This is an optimization exercise on Yosys and OpenROAD, whose aim is small area, not a production implementation. Function was checked by simulation only, so behaviour that the tests miss may differ from the original. Power figures rest on the tool's default switching activity, not on a simulated workload.

==> inputs of raven <==
## riscV
module riscV(
    input wire clk,
    input wire reset,
    output wire [31:0] imem_addr,
    input wire [31:0] imem_rdata,
    output wire [31:0] dmem_addr,
    output wire [31:0] dmem_wdata,
    output wire [2:0] dmem_size,
    output wire dmem_we,
    output wire dmem_re,
    input wire [31:0] dmem_rdata,
    output wire [18:0] out
);
localparam [3:0] C_NOP   = 4'd0,
                 C_LUI   = 4'd1,
                 C_AUIPC = 4'd2,
                 C_JAL   = 4'd3,
                 C_IA    = 4'd4,
                 C_LD    = 4'd5,
                 C_JALR  = 4'd6,
                 C_R     = 4'd12,
                 C_ST    = 4'd13,
                 C_BR    = 4'd14;
genvar gi;
reg [31:1] pc;                   
assign imem_addr = {pc, 1'b0};
reg [3:0] f_cls;
always @(*) begin
    case (imem_rdata[6:0])
    7'b0110011: f_cls = C_R;
    7'b0010011: f_cls = C_IA;
    7'b0000011: f_cls = C_LD;
    7'b0100011: f_cls = C_ST;
    7'b1100011: f_cls = C_BR;
    7'b1101111: f_cls = C_JAL;
    7'b1100111: f_cls = C_JALR;
  ...
clock: 10.0 ns
lec_check: 0
cap_margin: 20
core_margin: 2
core_utilization: 50
place_density: 0.65
slew_margin: 20
synth_hierarchical: 1
standard.sh (not shown) runs the stock make flow with config.mk's settings and CLKGATE_MAP_FILE= SYNTH_SCRIPT=/design/flow/synth_recipe.tcl, a recipe that flattens the netlist after the stock synthesis.
==> flow/flow/run.sh <==
#!/bin/bash
# The standard layout (standard.sh, unchanged synthesis), with two changes:
# port buffers are the smallest buffer cell, and the clock tree uses clkbuf_8
# in clusters of at most 16 sinks within 60 um, without dummy loads.
set -euo pipefail
export BUFFER_PORTS_ARGS="-buffer_cell sky130_fd_sc_hd__buf_1"
export CTS_ARGS="-sink_clustering_enable -repair_clock_nets -dont_use_dummy_load -buf_list sky130_fd_sc_hd__clkbuf_8 -sink_clustering_size 16 -sink_clustering_max_diameter 60"
bash standard.sh > standard.log 2>&1
==> inputs of tundra, as changes to raven <==
==> flow/flow/run.sh (replaced) <==
#!/bin/bash
# The standard layout (standard.sh, unchanged synthesis), with two changes:
# port buffers are the smallest buffer cell, and the clock tree uses clkbuf_8
# in clusters of at most 18 sinks within 60 um, without dummy loads.
set -euo pipefail
export BUFFER_PORTS_ARGS="-buffer_cell sky130_fd_sc_hd__buf_1"
export CTS_ARGS="-sink_clustering_enable -repair_clock_nets -dont_use_dummy_load -buf_list sky130_fd_sc_hd__clkbuf_8 -sink_clustering_size 18 -sink_clustering_max_diameter 60"
bash standard.sh > standard.log 2>&1
==> flow/config.mk (replaced) <==
export PLATFORM = sky130hd
export DESIGN_NAME = riscV
export DESIGN_NICKNAME = riscV
export VERILOG_FILES = /design/flow/design.v
export SDC_FILE = /design/flow/constraint.sdc
export NUM_CORES = 4
export LEC_CHECK = 0
export CAP_MARGIN = 10
export CORE_MARGIN = 2
export CORE_UTILIZATION = 60
export PLACE_DENSITY = 0.75
export SLEW_MARGIN = 10
export SYNTH_HIERARCHICAL = 1
==> inputs of xenon, as changes to raven <==
--- a/flow/design.v
+++ b/flow/design.v
@@ -30,26 +30,10 @@
         s[i] = p[i] ^ G[i - 1];
     co = G[N - 1];
     pa = P[N - 1];
 end
 endmodule
-module alu_bit(
-    input a, input b, input sum, input shr, input shl, input px,
-    input S1, input S2, input ssum, input ssr, input ssl, input spx,
-    output y
-);
-wire t1, t2;
-alu_ha h(.a(a), .b(b), .c(t1), .s(t2));
-wire l0, l1;
-rf_aoi222 u0(.a0(t1), .b0(S1), .a1(t2), .b1(S2), .a2(sum), .b2(ssum), .y(l0));
-rf_aoi222 u1(.a0(shr), .b0(ssr), .a1(shl), .b1(ssl), .a2(px), .b2(spx), .y(l1));
-rf_nand2 n(.a(l0), .b(l1), .y(y));
-endmodule
-module alu_ha(input a, input b, output c, output s);
-assign c = a & b;
-assign s = a ^ b;
-endmodule
 module rf_aoi222(input a0, input b0, input a1, input b1, input a2, input b2, output y);
 assign y = ~((a0 & b0) | (a1 & b1) | (a2 & b2));
 endmodule
 module rf_nand2(input a, input b, output y);
 assign y = ~(a & b);
@@ -126,11 +110,10 @@
                  C_LD    = 4'd5,
                  C_JALR  = 4'd6,
                  C_R     = 4'd12,
                  C_ST    = 4'd13,
                  C_BR    = 4'd14;
-genvar gi;
 reg [31:1] pc;                   
 assign imem_addr = {pc, 1'b0};
 reg [3:0] f_cls;
 always @(*) begin
     case (imem_rdata[6:0])
@@ -206,22 +189,17 @@
     else if (!lu) begin
         if (d_take) pc <= d_tgt;
         else        pc <= pc + 31'd2;
     end
 end
-wire [31:7] d_ins_nx;
-generate
-    for (gi = 7; gi < 32; gi = gi + 1) begin : dh
-        rf_hold h(.en(~lu), .d(imem_rdata[gi]), .nen(lu), .q(d_ins[gi]), .y(d_ins_nx[gi]));
-    end
-endgenerate
 always @(posedge clk) begin
     if (f_flush)
         d_cls <= C_NOP;
     else if (!lu)
         d_cls <= f_cls;
-    d_ins <= d_ins_nx;
+    if (!lu)
+        d_ins <= imem_rdata[31:7];
 end
 always @(posedge clk) begin
     if (d_flush) begin
         e_wen  <= 1'b0;
         e_ld   <= 1'b0;
@@ -251,10 +229,11 @@
 wire [4:0] e_rs2 = e_ins[24:20];
 wire [2:0] e_f3  = e_ins[14:12];
 wire [31:0] rfq [0:31];
 assign rfq[0] = 32'd0;
 wire [31:0] m_wd_r;
+genvar gi;
 generate
     for (gi = 1; gi < 32; gi = gi + 1) begin : rf
         reg [31:0] q;
         wire en = reset | (m_wen & (m_rd == gi));
         wire nen = ~en;
@@ -297,31 +276,33 @@
 wire        all_p;
 bk_add #(32) alu_add(.a(opa), .b(opb2 ^ {32{sub}}), .ci(sub), .s(sum[31:0]), .co(sum[32]), .pa(all_p));
 wire ltu = ~sum[32];
 wire lt  = (opa[31] ^ opb2[31]) ? opa[31] : ltu;
 wire eq  = all_p;
+function [31:0] rev32(input [31:0] x);
+    integer k;
+    for (k = 0; k < 32; k = k + 1) rev32[k] = x[31 - k];
+endfunction
 wire shl = fn[2:0] == 3'b001;
 wire sh_fill = fn[3] & opa[31];
 wire [31:0] sh_r;
 shifter sh(.x(opa), .rev(shl), .fill(sh_fill), .n(opb2[4:0]), .y(sh_r));
-wire r_sum  = ~e_pxsel & ((fn == 4'b0000) | (fn == 4'b1000));
-wire r_s1   = ~e_pxsel & ((fn == 4'b0111) | (fn == 4'b0110));
-wire r_s2   = ~e_pxsel & ((fn == 4'b0110) | (fn == 4'b0100));
-wire r_sr   = ~e_pxsel & ((fn == 4'b0101) | (fn == 4'b1101));
-wire r_sl   = ~e_pxsel & (fn == 4'b0001);
-wire r_slt  = ~e_pxsel & (fn == 4'b0010);
-wire r_sltu = ~e_pxsel & (fn == 4'b0011);
-wire [31:0] e_px32 = {e_px, 1'b0};
-wire [31:0] e_res0;
-generate
-    for (gi = 0; gi < 32; gi = gi + 1) begin : rb
-        alu_bit u(.a(opa[gi]), .b(opb2[gi]), .sum(sum[gi]), .shr(sh_r[gi]), .shl(sh_r[31 - gi]),
-                  .px(e_px32[gi]), .S1(r_s1), .S2(r_s2), .ssum(r_sum), .ssr(r_sr), .ssl(r_sl),
-                  .spx(e_pxsel), .y(e_res0[gi]));
-    end
-endgenerate
-wire [31:0] e_res = {e_res0[31:1], e_res0[0] | (r_slt & lt) | (r_sltu & ltu)};
+reg [31:0] alu;
+always @(*) begin
+    case (fn)
+    4'b0000, 4'b1000: alu = sum[31:0];
+    4'b0100: alu = opa ^ opb2;
+    4'b0110: alu = opa | opb2;
+    4'b0111: alu = opa & opb2;
+    4'b0001: alu = rev32(sh_r);
+    4'b0101, 4'b1101: alu = sh_r;
+    4'b0010: alu = {31'd0, lt};
+    4'b0011: alu = {31'd0, ltu};
+    default: alu = 32'd0;
+    endcase
+end
+wire [31:0] e_res = e_pxsel ? {e_px, 1'b0} : alu;
 reg taken;
 always @(*) begin
     case (e_f3)
     3'b000: taken = eq;
     3'b001: taken = ~eq;
@@ -367,21 +348,24 @@
 assign dmem_addr  = m_res;
 assign dmem_wdata = m_wdata;
 assign dmem_size  = m_f3;
 assign dmem_we    = m_we;
 assign dmem_re    = m_re;
-wire m_ld  = m_re & ~reset;
-wire w_res = ~m_re & ~reset;
-wire w_b0  = m_ld & ((m_f3 == 3'b000) | (m_f3 == 3'b001) | (m_f3 == 3'b010) |
-                     (m_f3 == 3'b100) | (m_f3 == 3'b101));      
-wire w_b1  = m_ld & ((m_f3 == 3'b001) | (m_f3 == 3'b010) | (m_f3 == 3'b101));  
-wire w_b2  = m_ld & (m_f3 == 3'b010);                           
-wire w_s7  = m_ld & (m_f3 == 3'b000) & dmem_rdata[7];           
-wire w_s15 = m_ld & (m_f3 == 3'b001) & dmem_rdata[15];          
-assign m_wd_r[7:0]   = ({8{w_b0}} & dmem_rdata[7:0]) | ({8{w_res}} & m_res[7:0]);
-assign m_wd_r[15:8]  = ({8{w_b1}} & dmem_rdata[15:8]) | {8{w_s7}} | ({8{w_res}} & m_res[15:8]);
-assign m_wd_r[31:16] = ({16{w_b2}} & dmem_rdata[31:16]) | {16{w_s7 | w_s15}} | ({16{w_res}} & m_res[31:16]);
+reg [31:0] ld;
+always @(*) begin
+    case (m_f3)
+    3'b000: ld = {{24{dmem_rdata[7]}}, dmem_rdata[7:0]};
+    3'b001: ld = {{16{dmem_rdata[15]}}, dmem_rdata[15:0]};
+    3'b010: ld = dmem_rdata;
+    3'b100: ld = {24'd0, dmem_rdata[7:0]};
+    3'b101: ld = {16'd0, dmem_rdata[15:0]};
+    default: ld = 32'd0;
+    endcase
+end
+wire m_sel_ld  = m_re & ~reset;
+wire m_sel_res = ~m_re & ~reset;
+assign m_wd_r = ({32{m_sel_ld}} & ld) | ({32{m_sel_res}} & m_res);
 reg [18:0] out_q;
 always @(posedge clk) begin
     if (reset) out_q <= 19'd0;
     else       out_q <= rfq[31][18:0];
 end
==> flow/flow/run.sh (replaced) <==
#!/bin/bash
# The standard layout (standard.sh, unchanged synthesis), with two changes:
# port buffers are the smallest buffer cell, and the clock tree uses mid-size
# buffers without dummy loads.
set -euo pipefail
export BUFFER_PORTS_ARGS="-buffer_cell sky130_fd_sc_hd__buf_1"
export CTS_ARGS="-sink_clustering_enable -repair_clock_nets -dont_use_dummy_load -buf_list sky130_fd_sc_hd__clkbuf_8"
bash standard.sh > standard.log 2>&1
==> inputs of indigo, as changes to raven <==
==> flow/config.mk (replaced) <==
export PLATFORM = sky130hd
export DESIGN_NAME = riscV
export DESIGN_NICKNAME = riscV
export VERILOG_FILES = /design/flow/design.v
export SDC_FILE = /design/flow/constraint.sdc
export NUM_CORES = 4
export LEC_CHECK = 0
export CAP_MARGIN = 10
export CORE_MARGIN = 2
export CORE_UTILIZATION = 65
export PLACE_DENSITY = 0.8
export SLEW_MARGIN = 10
export SYNTH_HIERARCHICAL = 1
==> run notes <==
| metric | tundra | xenon | indigo | raven |
|---|---|---|---|---|
| Result of the run | finished clean | finished clean | finished clean | finished clean |
| Netlist Area Pre-Place | 53,670 µm² | 55,010 µm² | 53,670 µm² | 53,670 µm² |
| Power consumed by sequential cells | 4980 µW | 5000 µW | 4980 µW | 4980 µW |
| FMAX | 114.8 MHz | 112.6 MHz | 115.1 MHz | 115.9 MHz |
| Final setup skew | 0.1243 ns | 0.1048 ns | 0.1191 ns | 0.1558 ns |
| Hold EP | e_ins[25]$_DFF_P_ | e_ins[10]$_DFF_P_ | e_ins[11]$_DFF_P_ | e_ins[8]$_DFF_P_ |
| Via count of the first global-routing pass | 48,240 | 50,684 | 49,301 | 46,987 |
| Switching fraction of total power | 0.2575 | 0.2569 | 0.2553 | 0.2587 |
| Multi-input combinational cell area | 28,770 µm² | 29,720 µm² | 28,740 µm² | 28,860 µm² |
| Initial standard-cell utilization of the core | 0.6064 | 0.5047 | 0.6547 | 0.5028 |
| Worst reg-to-reg setup slack | 1.29 ns | 1.12 ns | 1.31 ns | 1.37 ns |
| Final setup margin | 1.286 ns | 1.117 ns | 1.314 ns | 1.374 ns |
| Combinational Power Share | 0.057 | 0.055 | 0.058 | 0.057 |
| Seq area share | 0.4166 | 0.3980 | 0.4171 | 0.4124 |
| Number of non-clock buffers | 353 | 374 | 358 | 350 |
| Share of final layout cell area taken by non-clock buffers | 0.03362 | 0.03435 | 0.03431 | 0.03345 |
| Stages on the worst setup path | 45 | 44 | 45 | 45 |
| Power in the clock group | 2420 µW | 3620 µW | 2420 µW | 2600 µW |

[static timing again, ports no longer ideal]
Ports are ideal in the flow. The routed layouts listed here were re-timed in OpenROAD. Step 1 assumes that a clkbuf_16 drives the clock port and a buf_2 every other input. Step 2 moves the port delays by t, midway between the first and last clock arrival at a register: inputs arrive t later, outputs are due t later. That takes back most of the time a late clock gives input paths. Three values: no drivers, after step 1, after step 2; two values: the first two.
run	t, ns	slack for setup (ns)	worst hold slack (ns)	worst setup path at the end	latest minus earliest clock arrival (ns)
raven	0.890	1.374 / 1.374 / 1.374	0.378 / 0.378 / 0.378	register to register	0.156 / 0.156
tundra	0.854	1.286 / 1.286 / 1.286	0.417 / 0.417 / 0.417	register to register	0.126 / 0.125
xenon	0.966	1.117 / 1.117 / 1.117	0.419 / 0.419 / 0.419	register to register	0.105 / 0.105
indigo	0.824	1.314 / 1.314 / 1.314	0.420 / 0.420 / 0.420	register to register	0.120 / 0.120
After both steps every run listed still meets setup and hold.
